Background: an optimization exercise with open tools, aiming at small area and a short achievable clock period. Do not read the settings as production practice. The RTL was checked by simulation tests, not by an equivalence proof against the original design.

### run.sh
#!/bin/bash
# synth_recipe.tcl (not shown) runs the flow's synth.tcl, then flattens the netlist and writes it again
# the make line also repeats each setting of config.mk as NAME=value (left out here)
make -C /OpenROAD-flow-scripts/flow DESIGN_CONFIG=/design/flow/config.mk WORK_HOME=/design/flow/orfs CLKGATE_MAP_FILE= SYNTH_SCRIPT=/design/flow/synth_recipe.tcl finish
### config.mk
export PLATFORM = sky130hd
export DESIGN_NAME = pa_pipeline
export DESIGN_NICKNAME = pa_pipeline
export VERILOG_FILES = /design/flow/design.v
export SDC_FILE = /design/flow/constraint.sdc
export NUM_CORES = 4
export LEC_CHECK = 0
export CAP_MARGIN = 20
export CORE_MARGIN = 2
export CORE_UTILIZATION = 40
export SLEW_MARGIN = 20
### constraint.sdc
create_clock -name core_clock -period 80.0 [get_ports {clk}]
set_input_delay 16.0000 -clock core_clock [delete_from_list [all_inputs] [get_ports {clk}]]
set_output_delay 16.0000 -clock core_clock [all_outputs]
set_load 0.01 [all_outputs]
### design.v
module fetch(output reg [31:0] instr,
             output reg [1:0]  op,
             input [31:0]      instr_in,
             input [1:0]       op_in,
             input             rst,
             input             clk);
   always @(posedge clk) begin
      if (rst) begin
         instr <= 32'd0;
         op    <= 2'b00;
      end else begin
         instr <= instr_in;
         op    <= op_in;
      end
   end
endmodule  
module decode (output reg [4:0]  write_dest,
               output reg [31:0] read_reg_1,
               output reg [31:0] read_reg_2,
               output reg [1:0]  op_out,
               input [31:0]      instr,
               input [1:0]       op,
               input [1023:0]    regfile,
               input             rst,
               input             clk);
   always @ (posedge clk) begin
      if (rst) begin
         read_reg_1 <= 32'd0;
         read_reg_2 <= 32'd0;
         write_dest <= 5'd0;
         op_out     <= 2'b00;
      end else if (instr != 32'd0) begin
         read_reg_1 <= regfile[instr[25:21]*32 +: 32];
         read_reg_2 <= regfile[instr[20:16]*32 +: 32];
         write_dest <= instr[15:11];
         op_out     <= op;
      end
   end
endmodule  
module execute(output reg [31:0] aluresult,
               input [31:0] reg_a,
               input [31:0] reg_b,
               input [1:0]  opcode,
               input        rst,
               input        clk);
   always @ (posedge clk) begin
      if (rst)
        aluresult <= 32'd0;
      else
        case (opcode)
          2'b00: aluresult <= reg_a + reg_b;
          2'b01: aluresult <= reg_a - reg_b;
          2'b10: aluresult <= reg_a * reg_b;
          default: aluresult <= (reg_b == 32'd0) ? 32'hffffffff : reg_a / reg_b;
        endcase  
   end
endmodule  
module writeback(output [1023:0] regfile,
                 input [4:0]     write_addr,
                 input [31:0]    write_data,
                 input           rst,
                 input           clk);
   localparam [1023:0] INIT = {
      32'h45bafcea, 32'hee5789aa, 32'hea0c5a27, 32'h6f96f3f7,
      32'hf949358b, 32'h7542d788, 32'h0e2b660c, 32'hd2f99200,
      32'h9e5e40fb, 32'haf87bfe2, 32'h011635f4, 32'h786740fd,
      32'ha44e5587, 32'h87bbdd41, 32'hc75a7602, 32'hf3b1fbfa,
      32'h16de2d22, 32'h40b81c62, 32'he8064845, 32'h505200eb,
      32'h49afad3b, 32'hd369366a, 32'h5d7358e9, 32'h93d13470,
      32'h6604223b, 32'h187dfe03, 32'ha3c8a3e3, 32'haf33e6a0,
      32'h7b3cee55, 32'h2411d091, 32'h5db58acc, 32'h00000000};
   reg [1023:0] rf;
   assign regfile = rf;
   genvar i;
   generate
      for (i = 0; i < 32; i = i + 1) begin : g_reg
         always @ (posedge clk) begin
            if (rst)
              rf[i*32 +: 32] <= INIT[i*32 +: 32];
            else if (write_addr == i)
              rf[i*32 +: 32] <= write_data;
         end
      end
   endgenerate
endmodule  
module inter_reg_32b(output reg [31:0] val_out,
                     input [31:0] val_in,
                     input        rst,
                     input        clk);
   always @ (posedge clk) begin
      if (rst) val_out <= 32'd0;
      else     val_out <= val_in;
   end
endmodule  
module inter_reg_5b(output reg [4:0] val_out,
                    input [4:0] val_in,
                    input       rst,
                    input       clk);
   always @ (posedge clk) begin
      if (rst) val_out <= 5'd0;
      else     val_out <= val_in;
   end
endmodule  
module inter_reg_2b(output reg [1:0] val_out,
                    input [1:0] val_in,
                    input       rst,
                    input       clk);
   always @ (posedge clk) begin
      if (rst) val_out <= 2'd0;
      else     val_out <= val_in;
   end
endmodule  
module pa_pipeline(input         clk,
                   input         rst,
                   input [31:0]  instr_in,
                   input [1:0]   op_in,
                   output [4:0]  wb_addr,
                   output [31:0] wb_data);
   wire [31:0]   instr;
   wire [1:0]    op;
   wire [31:0]   instr_out;
   wire [1:0]    op_out;
   wire [4:0]    write_dest;
   wire [31:0]   read_reg_1;
   wire [31:0]   read_reg_2;
   wire [1:0]    dec_op;
   wire [4:0]    rd_out;
   wire [31:0]   ra_out;
   wire [31:0]   rb_out;
   wire [1:0]    opc_out;
   wire [31:0]   aluresult;
   wire [31:0]   res_out;
   wire [4:0]    rdd_out;
   wire [4:0]    rde_out;
   wire [1023:0] regfile;
   fetch m0(instr, op, instr_in, op_in, rst, clk);
   inter_reg_32b r0(instr_out, instr, rst, clk);
   inter_reg_2b  r1(op_out, op, rst, clk);
   decode m1(write_dest, read_reg_1, read_reg_2, dec_op, instr_out, op_out,
             regfile, rst, clk);
   inter_reg_5b  rd(rd_out, write_dest, rst, clk);
   inter_reg_32b rs(ra_out, read_reg_1, rst, clk);
   inter_reg_32b rt(rb_out, read_reg_2, rst, clk);
   inter_reg_2b  ro_op(opc_out, dec_op, rst, clk);
   execute m2(aluresult, ra_out, rb_out, opc_out, rst, clk);
   inter_reg_5b  rde(rde_out, rd_out, rst, clk);
   inter_reg_32b ro(res_out, aluresult, rst, clk);
   inter_reg_5b  rdd(rdd_out, rde_out, rst, clk);
   writeback m3(regfile, rdd_out, res_out, rst, clk);
   assign wb_addr = rdd_out;
   assign wb_data = res_out;
endmodule  
==> notes.md <==
[layer usage]
| layer | share of wire [%] | vias to the layer above | GRT usage (%) |
|---|---|---|---|
| met5 | 0.012 | - | 0 |
| met4 | 5.9 | 8 | 15.6 |
| met2 | 45 | 5232 | 48.6 |
| met1 | 39 | 47600 | 39.8 |
| met3 | 9.9 | 1219 | 5.53 |
| li1 | - | 44000 | - |
[final cells by class]
type | count | area, sq um
fill | 26400 | 150000
timing repair buffer | 433 | 3520
clock buffer | 216 | 4330
multi-input combinational | 9980 | 76100
sequential | 1308 | 26200
clock inverter | 51 | 537
antenna | 4 | 10.0
inverter | 657 | 2470
tap | 3552 | 4440
[timing repair]
item | in CTS | in global routing
setup endpoints to repair | 1 | 3
buffers inserted | 0 | 9
pin swaps | 0 | 7
cloned | 0 | 2
resized for setup | 3 | 73
[logic make-up (layout without fill, tap and decap cells)]
family | count (synthesis) | after routing
DFF | 1308 | 1308
adders and majority gates | 1096 | 1096
muxes | 811 | 811
other | 0 | 4
and+or+nand+nor | 5225 | 5226
xor gates and xnor gates | 465 | 465
AOI/OAI and AO/OA | 2381 | 2382
buffers and inverters | 1554 | 1357
[cells in the final DEF (no fill, tap or decap), types with 33 or more instances in the layout]
cell,Yosys,routed
mux2_2,57,57
nor3_1,179,162
fa_1,409,409
a21oi_1,983,978
mux4_2,551,551
clkbuf_8,0,35
ha_1,687,687
a211oi_1,109,107
clkbuf_16,0,149
and2_1,112,112
xor2_1,156,156
o31ai_1,52,45
xnor2_1,309,309
o211ai_1,77,77
or2_2,53,52
o21a_1,152,151
a221oi_1,55,55
a31oi_1,83,83
clkdlybuf4s50_1,0,71
buf_4,2,353
nor2_1,692,661
inv_1,654,643
dfxtp_1,1308,1294
o221ai_1,33,33
o21ai_0,255,251
nand3_1,128,128
nor4_1,44,38
mux2i_1,203,203
nand4_1,49,49
nand3b_1,508,508
nand2_2,0,35
nand2_1,2941,2906
nor2b_1,254,252
o21bai_1,35,33
nand2b_1,68,68
or3_1,78,78
a21o_1,186,185
and3_1,42,42
[worst reg2reg max path: cells and delay by family, from the launching register on]
family / cells / cell delay, ns
adder cells (fa/ha/maj): 31 / 9.30
multiplexers: 1 / 0.39
flip-flops: 1 / 0.62
buffers and inverters: 24 / 4.76
AO/OA/AOI/OAI: 163 / 40.99
AND/OR/NAND/NOR: 81 / 19.24
[final timing paths]
kind	start	end	slack, ns
max reg2reg	rt.val_out[18]	m2.aluresult[0]	4.53
max	rt.val_out[18]	m2.aluresult[0]	4.53
min reg2reg	m0.instr[26]	r0.val_out[26]	0.43
min	m0.instr[26]	r0.val_out[26]	0.43
[stage by stage]
| step | setup WS, ns | area, sq um | utilization [%] | setup TNS (ns) |
|---|---|---|---|---|
| detailed placement | -0.268 | 112000 | 42.0 | -0.268 |
| CTS | 0.247 | 117000 | 43.8 | 0 |
| global route | -0.0494 | 118000 | 44.0 | -0.0494 |
| global placement | 0.861 | 112000 | 42.0 | 0 |
| floorplan | 7.01 | 107000 | - | 0 |
| finish | 4.53 | 118000 | 44.0 | 0 |
[flip-flops by register name, summed over array words and instances, names as in the netlist, 5 cells and up]
register       count
m3.rf           1024
m1.read_reg_2     32
m1.read_reg_1     32
rdd.val_out        5
r0.val_out        32
m0.instr          32
m2.aluresult      32
m1.write_dest      5
rde.val_out        5
ro.val_out        32
rs.val_out        32
rt.val_out        32
rd.val_out         5
==> impl_metrics.tcl <==
set metrics [dict create \
    via_per_inst 6.05 \
    ys.flop_type "dfxtp_1" \
    synthSimpleGateAreaFrac_pct 22.4 \
    cts_max_level 4 \
    crit_arrival_ns 76.09 \
    critPathTopFamily "compound AO/OA/AOI/OAI gates" \
    drt_pass1_iterations 8 \
    finalCritPeriodShare_pct 94.3 \
    worstSetupStartpointType "register" \
    vias 98100 \
    die_y_microns 522 \
    drive_gt1_share_pct 11.9 \
    status "complete, no violations" \
    start_util_pct 40.2 \
    cts_buffers 148 \
    grt_pass1_wl_mm 628 \
    setup_viol 0 \
    critPathBufInv 24 \
    finalWeightedCongestion 1.03 \
    drt_iter0_markers 12000 \
    grt_start_max_net_pins 232 \
    maxCapViolCount 0 \
    synth_compound_area_share_pct 14.3 \
    grt_usage_pct 30.6 \
    synth_most_common_cell "nand2_1" \
    max_slew_margin_pct 15.2 \
    period_needed_ns 75.47 \
    synth_cells 12800 \
    worst_pin_slew_ns 1.27 \
    min_path_type "register to register" \
    synth_top_cell_by_area "dfxtp_1" \
    yosysSeqAreaShare_pct 24.4 \
    avgRoutedWirePerCell_microns 26.4 \
    slowest_stage "or4b_2" \
    drc_errors 0 \
    skew_ns 0.0415 \
    finalHoldViolations 0 \
    required_ns 80.62 \
    synthTopCellsByArea "dfxtp_1, mux4_2, nand2_1, ha_1, fa_1" \
    synthArstFlopShare_pct 0 \
    synth_top_family_by_area "simple AND/OR/NAND/NOR gates" \
    fin_cells 16200 \
    synth.top_cell.area_share_pct 24.4 \
    syn_area_sq_um 107000 \
    drt_wl_total_mm 428 \
    path_class "register to register" \
    coreArea_sq_um 267000 \
    area_delta_synth_final_pct 9.52 \
    synth_cell_types 113 \
    detail-route-antenna-nets 0 \
    dpl.cell_count 15900 \
    critPathMaxFanout 43 \
    yosys_register_bits 1308 \
    fmax_mhz 13.2 \
    cts_hold_buffers 0 \
    path_depth 300 \
    antenna_found_initial 17 \
    root_buffer "clkbuf_16" \
    overflow 0 \
    path_common_cell "ha_1" \
    place_hpwl_mm 285 \
    synthXorXnorAreaFrac_pct 3.79 \
    synthMuxAreaShare_pct 14.0 \
    min_path_cells 1 \
    slowest_delay_ns 0.77 \
    dieArea_sq_um 273000 \
    slew_viol_final 0 \
    nNetsFinal 13700 \
    ys_top_cells_by_count "nand2_1, dfxtp_1, a21oi_1" \
    yosys_warnings 7 \
    port_buffers 72 \
    synth_edf_count 0 \
    synth_area_per_cell_sq_um 8.36 \
    die_w_microns 522 \
    io_pins 73 \
    row_count 190 \
    holdWs_ns 0.430 \
    worstSetupEndpointType "register" \
    cts_tree "yes" \
    insertion_delay_ns 0.82 \
    syn-num-nets 14000 \
    cts_sinks 1308 \
    rr_worst_depth 300 \
    cts.path.max_buffers 3 \
    grt_pass1_vias 93400 \
    clk_pin_slew_ns 0.06 \
    synthAdderAreaFrac_pct 15.6 \
]

==> what the ideal ports hide <==
In the flow no input, the clock included, has a driving cell. The finished layout below was timed again as built, in two steps.
Step 1 assumes that a clkbuf_16 drives the clock port and a buf_2 every other input.
Step 2 moves the port delays by t, midway between the first and last clock arrival at a register: inputs arrive t later, outputs are due t later. That takes back most of the time a late clock gives input paths.
Slacks: ideal / step 1 / step 2; pairs: ideal / step 1.
t (ns): 0.891
slack for setup (ns): 4.528 / 4.528 / 4.528
worst setup path after step 2: register to register
latest minus earliest clock arrival (ns): 0.045 / 0.045
worst slew at a driven data input, ns: 0.06
After both steps setup and hold are still met in this run. For this run, drivers alone change the setup slack by 0.000 ns; drivers and shift together by 0.000 ns.
